What follows belongs to an exercise in optimizing a design on an open flow for small area, a short achievable clock period and few clock cycles per item; a production flow would make more cautious choices.
RTL that was checked went through simulation tests only; none was proved equivalent to the original.
No functional check of the RTL was part of run 1.
No activity file was given, so power comes from the tool's default toggle rates.

==> flow/design.v (outline; a module is shown in full before it is edited, if it fits) <==
// module fp32_mul: 1019 lines
// module rnd23: 11 lines
// module add8c: 4 lines
// module fa: 4 lines
// module pgc: 4 lines
// module ao21: 3 lines
// module pgn: 4 lines
// module pgp: 4 lines
// module aoi21m: 3 lines
// module oai21m: 3 lines
// module nand2m: 3 lines
// module xnor2m: 3 lines
// module and2m: 3 lines
// module xor2m: 3 lines
// module fa1: 4 lines
// module ha: 4 lines
module fp32_mul (
    input  wire        clk,
    input  wire        rst,
    input  wire        in_valid,
    input  wire [31:0] op_a,
    input  wire [31:0] op_b,
    output reg         out_valid,
    output reg  [31:0] result
);
  // ...
==> flow/flow/run.sh <==
#!/bin/bash
# Layout flow: the standard ORFS flow (standard.sh, unchanged synthesis),
# with the port buffers made from a regular buffer cell rather than the
# delay-buffer cell that buffer_ports picks by default.
set -euo pipefail
cd "$(dirname "$0")/.."
bash standard.sh "BUFFER_PORTS_ARGS=-buffer_cell sky130_fd_sc_hd__buf_2" finish > flow_make.log 2>&1
==> flow/standard.sh <==
#!/bin/bash
# synth_recipe.tcl (not shown) runs the flow's synth.tcl, then flattens the netlist and writes it again
# the make line also repeats each setting of config.mk as NAME=value (left out here)
make -C /OpenROAD-flow-scripts/flow DESIGN_CONFIG=/design/flow/config.mk WORK_HOME=/design/flow/orfs CLKGATE_MAP_FILE= SYNTH_SCRIPT=/design/flow/synth_recipe.tcl "${@:-finish}"
==> flow/config.mk <==
export PLATFORM = sky130hd
export DESIGN_NAME = fp32_mul
export DESIGN_NICKNAME = fp32_mul
export VERILOG_FILES = /design/flow/design.v
export SDC_FILE = /design/flow/constraint.sdc
export NUM_CORES = 4
export LEC_CHECK = 0
export CAP_MARGIN = 20
export CORE_MARGIN = 2
export CORE_UTILIZATION = 60
export CTS_CLUSTER_DIAMETER = 120
export CTS_CLUSTER_SIZE = 25
export SLEW_MARGIN = 70
export SYNTH_HIERARCHICAL = 1
==> flow/constraint.sdc <==
create_clock -name core_clock -period 11.0 [get_ports {clk}]
set_input_delay 2.2000 -clock core_clock [delete_from_list [all_inputs] [get_ports {clk}]]
set_output_delay 2.2000 -clock core_clock [all_outputs]
set_load 0.01 [all_outputs]
==> results.txt, run 1 <==
DR top layer=met4; total negative slack=0 ps; Crit path required time=11400 ps; Final Hold Fails=0; TritonRoute pass-1 iters=6; maximum fanout along the worst path=19; initial antenna violation count=1; CP Launch Type=register; worst setup path startpoint=fa1[21]; final worst slack=7480 ps; CP delay by family, top=adder cells; RSZ-0062 raised after global routing=no; Post-Place Worst Slack=7250 ps; vias in the first global route=between 15k and 20k; Seq cells=281; post_cts resized=0; Slew Limit Fails=0; clock latency on the worst-skew pair=530 ps; # fillers=3033; minimum clock period=3520 ps; nets=between 2k and 3k; Hold/Removal Path Class=register to register; Worst Reg-to-Reg Cells=7; largest net degree at the start of global routing=28; multi-input logic cell count=around 1.7k; met2 usage in global routing=48.5%; Die Ht=198 um; met3 Resource Use GR=8.64%; Seq. cell area=0.00564 mm^2; largest registers=rq: 112 flops, result: 32 flops, h3: 26 flops; ant diodes=1; critical path, cell by cell=buf_4 > a22oi_1 > xnor2_1 > fa_1 > fa_1 > fa_1 > fa_1; outcome=no timing/DRC/antenna violations; Switching Fraction=47.7%; DRT iter0 DRCs=1600; Vias=16.7k; max_cap viols=0; critical path capture point type=register; ANT nets after route=0; Routed Wire Length=between 60000 and 70000 um; worst hold stages=0; GR peak layer=met2; Core Area=0.0374 mm^2; worst r2r src=fa1[21]
==> inputs of run 2 (changes only) <==
--- a/flow/design.v
+++ b/flow/design.v
@@ -995,25 +995,23 @@
     if (rst) v3 <= 1'b0; else v3 <= v2;
     s3 <= s2;
     q3 <= q2;
     kill3 <= kill2;
     e3 <= e2;
     st3 <= sticky;
     h3 <= h;
   end
-  wire [22:0] f0 = h3[23:1];
-  wire [22:0] f1 = h3[24:2];
+  wire p47 = h3[25];
   wire i0 = h3[0] & (st3 | h3[1]);
   wire i1 = h3[1] & (st3 | h3[2]);
-  wire [22:0] r0, r1;
-  rnd23 u_r0 (.f(f0), .inc(i0), .r(r0));
-  rnd23 u_r1 (.f(f1), .inc(i1), .r(r1));
-  wire p47 = h3[25];
-  wire [22:0] rnd = p47 ? r1 : r0;
+  wire [22:0] frac = p47 ? h3[24:2] : h3[23:1];
+  wire inc = p47 ? i1 : i0;
+  wire [22:0] rnd;
+  rnd23 u_rnd (.f(frac), .inc(inc), .r(rnd));
   wire [7:0] eo = e3 + {7'd0, p47};
   wire [22:0] fo = kill3 ? 23'd0 : rnd;
   wire [31:0] res = {s3, eo, fo[22] | q3, fo[21:0]};
   always @(posedge clk) begin
     if (rst) out_valid <= 1'b0; else out_valid <= v3;
     result <= res;
   end
 endmodule
--- a/flow/config.mk
+++ b/flow/config.mk
@@ -5,10 +5,11 @@
 export SDC_FILE = /design/flow/constraint.sdc
 export NUM_CORES = 4
 export LEC_CHECK = 0
 export CAP_MARGIN = 20
 export CORE_MARGIN = 2
 export CORE_UTILIZATION = 60
 export CTS_CLUSTER_DIAMETER = 120
 export CTS_CLUSTER_SIZE = 25
+export GPL_ROUTABILITY_DRIVEN = 0
 export SLEW_MARGIN = 70
 export SYNTH_HIERARCHICAL = 1
==> results.txt, run 2 <==
outcome=no timing/DRC/antenna violations; Data arrival, critical path=3670 ps; Slowest cell on crit path=fa_1; TritonCTS buffer count=15; num ports=100; worst reg2reg setup slack=between 7000 and 8000 ps; Vias=16.1k (-3.8%); Routed WL per cell=21.7 um; H-tree depth=1; Crit path required time=11360 ps (-40 ps); # fillers=3047 (+0.46%); PwrDens=324 mW/mm^2; vias per cell=6.03; gr usage total=a little under a third; Die Ht=196 um (-1.0%); Slew Limit Fails=0 (unchanged); TritonCTS clock tree=yes; area post-placement=~0.023 mm^2; Post-DP HPWL=around 39000 um; clock latency on the worst-skew pair=520 ps (about the same); Die Width=196 um; Root Buffer=clkbuf_16; CP Class=register to register; Core Area=0.0364 mm^2 (-2.6%); Final Hold Fails=0 (unchanged); Post-Place Worst Slack=7280 ps (+34.4 ps); post-CTS setup buffers=0; DRT iter0 DRCs=1431 (-11%); leak pwr=9.30 nW; Mapped Cells=2161; fin crit share=30.1%; Initial Util=roughly 60%; post-layout instance area=0.0237 mm^2; final setup fails=0; Max Clk Rate=302 MHz; Hold Slack=329 ps; die area=approximately 0.038 mm^2; TritonRoute pass-1 iters=6 (unchanged); final worst slack=7690 ps (+210 ps); Core Util, Final=65.0%; largest registers=rq: 112 flops, result: 32 flops, h3: 26 flops; Sink Count=281; fin cells=2666; critical path capture point type=register; most common cell after layout, fill and taps aside=xnor2_1; worst path bufs/invs=2; Residual DRC=0; vias in the first global route=16.8k (-1.4%); RSZ-0062 raised after global routing=no; nets=2599 (-3.1%); Post-Syn Area per Cell=around 10 um^2; clock transition at the registers of the reported paths=100 ps; CP delay by family, top=adder cells; Reg with most FFs=rq; Buffers on Ports=99; Ys Warns=7; Hold/Removal Path Class=register to register; Post-Syn Area=0.0221 mm^2; critical path, cell by cell=buf_4 > a22oi_1 > xnor2_1 > fa_1 > fa_1 > inv_1 > ha_1 > xnor2_1 > nor3_1 > o2111ai_1; number of flip-flops in the largest register=~110; initial antenna violation count=1 (unchanged); first-pass GRT wire length=93300 um; GRT overflow=0; commonest non-fill, non-tap cells in the layout=372 x xnor2_1, 278 x dfxtp_1, 264 x a22oi_1, 256 x fa_1, 139 x inv_1; max_cap viols=0 (unchanged); Area growth, synth to finish=7.17%; area of the multi-input gates=0.0155 mm^2; largest net degree at the start of global routing=29 (+3.6%); minimum clock period=3310 ps (-210 ps); Cells after DPL=between 2k and 3k; post_cts resized=0 (unchanged); Max clock buf depth=3; fraction of layout instances using a drive strength above 1=15.7%; maximum VDD drop=0.162 mV; maximum fanout along the worst path=26 (+7); Crit path largest cell delay=670 ps; FP Rows=70; Seq. cell area=0.00564 mm^2 (unchanged); total negative slack=0 ps (unchanged); Clock Skew=a little under 30 ps; CP Launch Type=register; ANT nets after route=0 (unchanged); Routed Wire Length=57900 um (-4.2%); PnR Total Power=approximately 7.7 mW; CTS Hold Bufs=0
==> run 2: layout make-up <==
class	count	share of cell area, %
multi-input combinational	1594	65.3
sequential	281	23.8
timing repair buffer	164	4.49
tap	468	2.47
inverter	139	2.20
clock buffer	17	1.62
clock inverter	2	0.0845
antenna	1	0.0106
==> run 2: final timing paths <==
path,depth (start not counted),start,endpoint
hold / removal,0,e2[2],e3[2]
setup reg to reg,10,fa1[2],lownz2
setup / recovery,10,fa1[2],lownz2
hold reg to reg,0,e2[2],e3[2]
==> run 2: worst reg2reg max path, cell delays in order, from the launching register on <==
cell and delay [ps]:
dfxtp_1 330, buf_4 400, a22oi_1 210, xnor2_1 220
fa_1 480, fa_1 670, inv_1 90, ha_1 290
xnor2_1 130, nor3_1 170, o2111ai_1 190
==> run 2: metal layers <==
| metal | GRT usage, % | up-vias | routed length [um] |
|---|---|---|---|
| li1 | - | 7228 | - |
| met1 | 42.5 | 7951 | 24200 |
| met2 | 51.0 | 766 | 26600 |
| met3 | 6.36 | 129 | 5440 |
| met4 | 8.08 | 2 | 1680 |
| met5 | 0 | - | 10 |
==> run 2: power by group <==
| part | total, mW | switching [mW] | internal, mW |
|---|---|---|---|
| Clock | 0.591 | 0.337 | 0.254 |
| Sequential | 1.64 | 0.179 | 1.47 |
| Combinational | 5.45 | 3.08 | 2.37 |
Testbench counts of run 2, summed over its fixed seeds: cycles 16,024, items 16,000.
==> inputs of run 3 (changes only) <==
--- a/flow/config.mk
+++ b/flow/config.mk
@@ -10,6 +10,5 @@
 export CORE_UTILIZATION = 60
 export CTS_CLUSTER_DIAMETER = 120
 export CTS_CLUSTER_SIZE = 25
-export GPL_ROUTABILITY_DRIVEN = 0
 export SLEW_MARGIN = 70
 export SYNTH_HIERARCHICAL = 1
==> results.txt, run 3 <==
Clock Skew=29.5 ps (unchanged); outcome=no timing/DRC/antenna violations; Initial Util=60.7% (unchanged); critical path, cell by cell=buf_4 > a22oi_1 > xnor2_1 > fa_1 > fa_1 > inv_1 > ha_1 > xnor2_1 > nor3_1 > o2111ai_1; TritonCTS buffer count=15 (unchanged); leak pwr=9.30 nW (unchanged); initial antenna violation count=1 (unchanged); R2R Path End=lownz2; PnR Total Power=7.68 mW (unchanged); post-layout instance area=0.0237 mm^2 (unchanged); TritonRoute pass-1 iters=6 (unchanged); max_cap viols=0 (unchanged); gr usage total=31.2% (unchanged); Post-Place Worst Slack=7280 ps (unchanged); total negative slack=0 ps (unchanged); largest registers=rq: 112 flops, result: 32 flops, h3: 26 flops; Area growth, synth to finish=7.17% (unchanged); worst hold stages=0 (unchanged); maximum VDD drop=0.162 mV (unchanged); Slowest cell on crit path=fa_1; Vias=16.1k (unchanged); Routed Wire Length=57900 um (unchanged); minimum clock period=3310 ps (unchanged); DR top layer=met5; most common cell after layout, fill and taps aside=xnor2_1; Buffers on Ports=99 (unchanged); first-pass GRT wire length=93300 um (unchanged); met1 wire length=24200 um (unchanged); Die Ht=196 um (unchanged); Root Buffer=clkbuf_16; clock transition at the registers of the reported paths=100 ps (about the same); final setup fails=0 (unchanged); PwrDens=324 mW/mm^2 (unchanged); metal2 WL=26600 um (unchanged); final worst slack=7690 ps (unchanged); Hold Slack=329 ps (unchanged); DRT iter0 DRCs=1431 (unchanged); Residual DRC=0 (unchanged); Post-Syn Area=0.0221 mm^2 (unchanged); Hold/Removal Path Class=register to register; Crit path required time=11360 ps (about the same); CP delay by family, top=adder cells; vias per cell=6.03 (unchanged); CP Class=register to register; Core Area=0.0364 mm^2 (unchanged); Reg with most FFs=rq; fin cells=2666 (unchanged); Max clock buf depth=3 (unchanged); Post-Syn Area per Cell=10.2 um^2 (unchanged); Routed WL per cell=21.7 um (unchanged); Sink Count=281 (unchanged); largest net degree at the start of global routing=29 (unchanged); H-tree depth=1 (unchanged); clock latency on the worst-skew pair=520 ps (about the same); worst path bufs/invs=2 (unchanged); nets=2599 (unchanged); TritonCTS clock tree=yes; Cells after DPL=2646 (unchanged); min-delay src=e2[2]; Core Util, Final=65.0% (unchanged); hold endpoint=e3[2]; RSZ-0062 raised after global routing=no; vias in the first global route=16.8k (unchanged); worst reg2reg setup slack=7690 ps (about the same); commonest non-fill, non-tap cells in the layout=372 x xnor2_1, 278 x dfxtp_1, 264 x a22oi_1, 256 x fa_1, 139 x inv_1; fin crit share=30.1% (unchanged); post-CTS setup buffers=0 (unchanged); fraction of layout instances using a drive strength above 1=15.7% (unchanged); Ys Warns=7 (unchanged); critical path capture point type=register; Mapped Cells=2161 (unchanged); Crit path largest cell delay=670 ps (about the same); GRT overflow=0 (unchanged); worst r2r src=fa1[2]; CP Launch Type=register; Max Clk Rate=302 MHz (unchanged); Data arrival, critical path=3670 ps (about the same); number of flip-flops in the largest register=112 (unchanged); ANT nets after route=0 (unchanged); met3 wire length=5440 um (unchanged); area post-placement=0.0232 mm^2 (unchanged); Die Width=196 um (unchanged); Final Hold Fails=0 (unchanged); CTS Hold Bufs=0 (unchanged); Post-DP HPWL=39100 um (unchanged); GP Congestion=0.840; num ports=100 (unchanged); die area=0.0384 mm^2 (unchanged); Slew Limit Fails=0 (unchanged); post_cts resized=0 (unchanged); maximum fanout along the worst path=26 (unchanged); Worst Reg-to-Reg Cells=10 (unchanged); FP Rows=70 (unchanged)
==> run 3: cell counts in the layout (fill, tap and decap cells not counted) <==
No cell type changed its count.
==> run 3: layout make-up <==
| cell class | instances | area [um^2] |
|---|---|---|
| clock inverters | 2 | 20.0 |
| diodes | 1 | 2.50 |
| fillers | 3047 | 12700 |
| repair buffers | 164 | 1060 |
| well taps | 468 | 586 |
| flip-flops and latches | 281 | 5640 |
| multi-input cells | 1594 | 15500 |
| inverters | 139 | 522 |
| clock buffers | 17 | 383 |
==> run 3: worst max-delay path by stage <==
stage	start	endpoint	slack (ps)	cells after the start
floorplan	op_b[23]	one1[0]	7640	5
global placement	op_a[24]	one1[7]	7150	5
detailed placement	op_a[23]	one1[3]	7280	6
CTS	fa1[2]	lownz2	7710	10
global route	rq[29]	h3[21]	7550	11
finish	fa1[2]	lownz2	7690	10
==> run 3: worst reg2reg max path, cell delays in order, from the launching register on <==
cell and delay (ps):
dfxtp_1 330, buf_4 400, a22oi_1 210, xnor2_1 220, fa_1 480, fa_1 670
inv_1 90, ha_1 290, xnor2_1 130, nor3_1 170, o2111ai_1 190
==> run 3: power by group <==
part / total (mW) / switching (mW) / internal, mW
Sequential: 1.64 / 0.179 / 1.47
Clock: 0.591 / 0.337 / 0.254
Combinational: 5.45 / 3.08 / 2.37
==> run 3: metal layers <==
layer  vias up  track usage [%]
li1       7228                -
met1      7951             42.5
met2       766             51.0
met3       129             6.36
met4         2             8.08
met5         -                0
==> inputs of run 4 (changes only) <==
--- a/flow/config.mk
+++ b/flow/config.mk
@@ -10,5 +10,6 @@
 export CORE_UTILIZATION = 60
 export CTS_CLUSTER_DIAMETER = 120
 export CTS_CLUSTER_SIZE = 25
+export PLACE_DENSITY = 0.8
 export SLEW_MARGIN = 70
 export SYNTH_HIERARCHICAL = 1
==> results.txt, run 4 <==
outcome=no timing/DRC/antenna violations; max_cap viols=0 (unchanged); Slew Limit Fails=0 (unchanged); number of flip-flops in the largest register=112 (unchanged); Post-Syn Area per Cell=10.2 um^2 (unchanged); Sink Count=281 (unchanged); largest net degree at the start of global routing=29 (unchanged); Residual DRC=0 (unchanged); final setup fails=0 (unchanged); leak pwr=9.25 nW (-0.60%); worst setup path startpoint=fa1[17]; vias per cell=6.20 (+2.9%); largest registers=rq: 112 flops, result: 32 flops, h3: 26 flops; post-CTS setup buffers=0 (unchanged); min-delay src=e2[3]; fin crit share=30.1% (+0.041 points); Area growth, synth to finish=6.90%; Reg power frac=21.8% (+0.4 points); H-tree depth=1 (unchanged); FP Rows=70 (unchanged); ANT nets after route=0 (unchanged); Post-Syn Area=0.0221 mm^2 (unchanged); clock power share=7.9% (+0.2 points); GP Congestion=0.954 (+14%); critical path capture point type=register; Ys Warns=7 (unchanged); Buffers on Ports=99 (unchanged); DRT iter0 DRCs=1793 (+25%); worst reg2reg setup slack=7680 ps (about the same); Max clock buf depth=3 (unchanged); Core Area=0.0364 mm^2 (unchanged); nets=2591 (-0.31%); post_cts resized=0 (unchanged); Hold/Removal Path Class=register to register; Int Pwr=4.10 mW (+0.19%); Data arrival, critical path=3770 ps (+100 ps); ant diodes=0 (-1); PnR Total Power=7.69 mW (+0.12%); Die Ht=196 um (unchanged); Mapped Cells=2161 (unchanged); Gate power share=70.3% (-0.6 points); Switching Fraction=46.7% (about the same); clock latency on the worst-skew pair=520 ps (about the same); CP Launch Type=register; worst r2r src=fa1[17]; clock transition at the registers of the reported paths=100 ps (about the same); Routed Wire Length=56800 um (-2.0%); maximum fanout along the worst path=26 (unchanged); Root Buffer=clkbuf_16; num ports=100 (unchanged); Crit path required time=11460 ps (+100 ps); Initial Util=60.7% (unchanged); Max Clk Rate=302 MHz (-0.14%); die area=0.0384 mm^2 (unchanged); TritonRoute pass-1 iters=9 (+3); TritonCTS clock tree=yes; Switching Power=3.60 mW (about the same); total negative slack=0 ps (unchanged); # fillers=2819 (-7.5%); vias in the first global route=17.4k (+3.6%); Clock Skew=21.8 ps (-7.74 ps); gr usage total=30.0% (-1.2 points); initial antenna violation count=0 (-1); CTS Hold Bufs=0 (unchanged); Post-DP HPWL=38300 um (-2.1%); PwrDens=325 mW/mm^2 (+0.38%); GRT overflow=0 (unchanged); TritonCTS buffer count=15 (unchanged); CP Class=register to register; RSZ-0062 raised after global routing=no; Die Width=196 um (unchanged); commonest non-fill, non-tap cells in the layout=375 x xnor2_1, 269 x dfxtp_1, 264 x a22oi_1, 256 x fa_1, 139 x inv_1; Final Hold Fails=0 (unchanged); minimum clock period=3320 ps (+4.53 ps); maximum VDD drop=0.227 mV (+40%); fraction of layout instances using a drive strength above 1=15.7% (about the same); Vias=16.5k (+2.6%); Reg with most FFs=rq; Routed WL per cell=21.4 um (-1.7%); first-pass GRT wire length=91100 um (-2.4%); most common cell after layout, fill and taps aside=xnor2_1
[run 4: power groups by stage]
stage / registers [mW] / logic (mW) / clock network [mW]
after detailed placement: 1.70 / 5.27 / 0
after global placement: 1.68 / 4.99 / 0
final: 1.68 / 5.41 / 0.606
after floorplan: 1.67 / 4.05 / 0
after global routing: 1.72 / 6.06 / 0.650
after CTS: 1.68 / 5.31 / 0.614
[run 4: worst max-delay path, cell delays in order, from the launching register on]
cell and delay, ps:
dfxtp_1 330, buf_4 380, a22oi_1 200, xnor2_1 190
fa_1 520, fa_1 610, fa_1 470, fa_1 540
[run 4: final timing paths]
| check | to | cells past startpoint |
|---|---|---|
| max | rq[42] | 7 |
| min reg2reg | e3[3] | 0 |
| min | e3[3] | 0 |
| max reg2reg | rq[42] | 7 |
[run 4: routing by layer]
metal	vias to the layer above	global-route usage (%)	routed length, um
met5	-	0	0
met4	0	13.2	2280
met3	229	7.25	6450
met2	1080	48.5	26200
met1	7956	38.5	21800
li1	7221	-	-
[run 4: final cells by class]
cell class / instances / area (um^2) / share of cell area (%)
Multi-Input combinational cell: 1594 / 15400 / 65.4
Sequential cell: 281 / 5670 / 24.0
Timing Repair Buffer: 156 / 996 / 4.21
Tap cell: 468 / 586 / 2.48
Inverter: 139 / 522 / 2.21
Clock buffer: 18 / 397 / 1.68
Clock inverter: 2 / 23.8 / 0.101
[run 4: through the flow]
stage | area (um^2) | hold slack, ps | utilization (%) | setup slack [ps] | std cells
6_report | 23600 | 325 | 64.9 | 7680 | 2658
5_1_grt | 23600 | 336 | 64.9 | 7570 | 2658
4_1_cts | 23500 | 328 | 64.6 | 7690 | 2657
3_5_place_dp | 23100 | 312 | 63.4 | 7150 | 2637
3_3_place_gp | 22900 | 312 | 62.9 | 7240 | 2632
2_1_floorplan | 22200 | 310 | - | 7640 | 2184
==> inputs of run 5 (changes only) <==
--- a/flow/config.mk
+++ b/flow/config.mk
@@ -11,5 +11,5 @@
 export CTS_CLUSTER_DIAMETER = 120
 export CTS_CLUSTER_SIZE = 25
 export PLACE_DENSITY = 0.8
-export SLEW_MARGIN = 70
+export SLEW_MARGIN = 80
 export SYNTH_HIERARCHICAL = 1
==> results.txt, run 5 <==
vias per cell=6.28 (+1.2%); routing usage on met1=38.9% (+0.41 points); ANT nets after route=0 (unchanged); number of flip-flops in the largest register=112 (unchanged); gr usage total=30.3% (+0.28 points); RSZ-0062 raised after global routing=no; Max clock buf depth=3 (unchanged); max_cap viols=0 (unchanged); Core Util, Final=68.7% (+3.8 points); area post-placement=0.0239 mm^2 (+3.5%); Sink Count=281 (unchanged); Crit path required time=11450 ps (about the same); Die Ht=196 um (unchanged); GRT overflow=0 (unchanged); TritonCTS buffer count=15 (unchanged); Initial Util=60.7% (unchanged); Post-Syn Area per Cell=10.2 um^2 (unchanged); ant diodes=0 (unchanged); most common cell after layout, fill and taps aside=xnor2_1; num ports=100 (unchanged); CP Class=register to register; die area=0.0384 mm^2 (unchanged); Area growth, synth to finish=13.2%; clock latency on the worst-skew pair=520 ps (about the same); CP Launch Type=register; CTS Hold Bufs=0 (unchanged); FP Rows=70 (unchanged); final worst slack=7290 ps (-398 ps); Max Clk Rate=269 MHz (-11%); post-CTS setup buffers=0 (unchanged); DRT iter0 DRCs=2141 (+19%); Ys Warns=7 (unchanged); post-layout instance area=0.0250 mm^2 (+5.9%); Hold/Removal Path Class=register to register; Slowest cell on crit path=fa_1; Cells after DPL=2661 (+0.91%); Reg with most FFs=rq; final setup fails=0 (unchanged); Post-DP HPWL=40000 um (+4.5%); Residual DRC=0 (unchanged); total negative slack=0 ps (unchanged); Die Width=196 um (unchanged); Slew Limit Fails=0 (unchanged); Buffers on Ports=99 (unchanged); minimum clock period=3710 ps (+398 ps); Core Area=0.0364 mm^2 (unchanged); maximum fanout along the worst path=17 (-35%); PnR Total Power=8.18 mW (+6.3%); leak pwr=9.87 nW (+6.7%); Clock Skew=33.2 ps (+11.5 ps); Post-Syn Area=0.0221 mm^2 (unchanged); commonest non-fill, non-tap cells in the layout=341 x xnor2_1, 268 x dfxtp_1, 264 x a22oi_1, 253 x fa_1, 139 x inv_1; fraction of layout instances using a drive strength above 1=18.9% (+3.2 points); Root Buffer=clkbuf_16; outcome=no timing/DRC/antenna violations; first-pass GRT wire length=91900 um (+0.85%); GP Congestion=0.954 (unchanged); clock transition at the registers of the reported paths=100 ps (about the same); Mapped Cells=2161 (unchanged); critical path, cell by cell=buf_6 > buf_16 > a22oi_1 > clkdlybuf4s50_1 > xnor2_2 > fa_1 > fa_1 > fa_1 > fa_1; PwrDens=327 mW/mm^2 (+0.36%); initial antenna violation count=1 (+1); CP delay by family, top=adder cells; fin cells=2708 (+1.9%); H-tree depth=1 (unchanged); Routed Wire Length=59000 um (+3.8%); CP most frequent cell=fa_1; TritonCTS clock tree=yes; worst path bufs/invs=3 (+2); met3 Resource Use GR=7.72% (+0.46 points); maximum VDD drop=0.200 mV (-12%); GR peak layer=met2; TritonRoute pass-1 iters=9 (unchanged); largest net degree at the start of global routing=28 (-3.4%); Crit path largest cell delay=600 ps (about the same); Post-Place Worst Slack=7050 ps (-105 ps); Hold Slack=327 ps (+2.45 ps); Data arrival, critical path=4160 ps (+390 ps); nets=2640 (+1.9%); Final Hold Fails=0 (unchanged); post_cts resized=0 (unchanged); Vias=17.0k (+3.1%); critical path capture point type=register; largest registers=rq: 112 flops, result: 32 flops, h3: 26 flops; fin crit share=33.8% (+3.6 points); Routed WL per cell=21.8 um (+1.9%); vias in the first global route=17.4k (+0.046%); met2 usage in global routing=49.3% (+0.75 points)
[run 5: worst paths after layout]
kind	from	endpoint	slack (ps)	depth (start not counted)
max	fa1[14]	rq[51]	7290	9
min	e2[4]	e3[4]	330	0
max reg2reg	fa1[14]	rq[51]	7290	9
min reg2reg	e2[4]	e3[4]	330	0
[run 5: area by class of cell]
type                    instances  area [um^2]
repair buffers                205         1890
multi-input cells            1594        15900
flip-flops and latches        281         5670
inverters                     139          522
fillers                      2526        11400
well taps                     468          586
clock inverters                 2         25.0
clock buffers                  19          400
[run 5: per-layer routing]
layer	vias to the layer above	share of wire [%]	wire length, um
met3	263	12	7120
met2	1239	46	27400
met4	2	4.3	2520
met1	8158	37	21900
met5	-	0.031	18
li1	7331	-	-
[run 5: report_power, final]
part	switching, mW	internal, mW	total (mW)
Clock	0.339	0.262	0.601
Sequential	0.196	1.47	1.66
Combinational	3.26	2.65	5.91

## afterwards: timing with drivers on the ports
In the flow no input, the clock included, has a driving cell. The finished layouts below were timed again as built, in two steps.
Step 1, drivers: a clkbuf_16 drives clk and a buf_2 each remaining input, both assumed.
Step 2 adds t to the input delays and takes it off the output delays; t is the mean of the earliest and latest rising clock arrival at the registers after step 1. Input paths then give back, and output paths get back, about the clock's delay inside the block.
a / b / c = ideal / step 1 / step 2; a / b = the first two.
| run | shift t [ns] | setup WS [ns] | hold WS [ns] | latest minus earliest clock arrival (ns) | slew at the worst register clock pin (ns) |
|---|---|---|---|---|---|
| run 1 | 0.575 | 7.479 / 7.479 / 7.267 | 0.310 / 0.310 / 0.310 | 0.022 / 0.023 | 0.10 / 0.10 |
| run 2 | 0.561 | 7.689 / 7.688 / 7.304 | 0.329 / 0.329 / 0.329 | 0.030 / 0.030 | 0.11 / 0.11 |
| run 3 | 0.561 | 7.689 / 7.688 / 7.304 | 0.329 / 0.329 / 0.329 | 0.030 / 0.030 | 0.11 / 0.11 |
| run 4 | 0.568 | 7.684 / 7.684 / 7.166 | 0.325 / 0.325 / 0.325 | 0.022 / 0.022 | 0.11 / 0.11 |
| run 5 | 0.554 | 7.286 / 7.286 / 7.015 | 0.327 / 0.327 / 0.327 | 0.033 / 0.033 | 0.11 / 0.11 |
After both steps setup and hold are still met in every run listed. The setup slack of run 4, which loses most, moves by 0.000 ns with the drivers and by -0.518 ns with both steps.
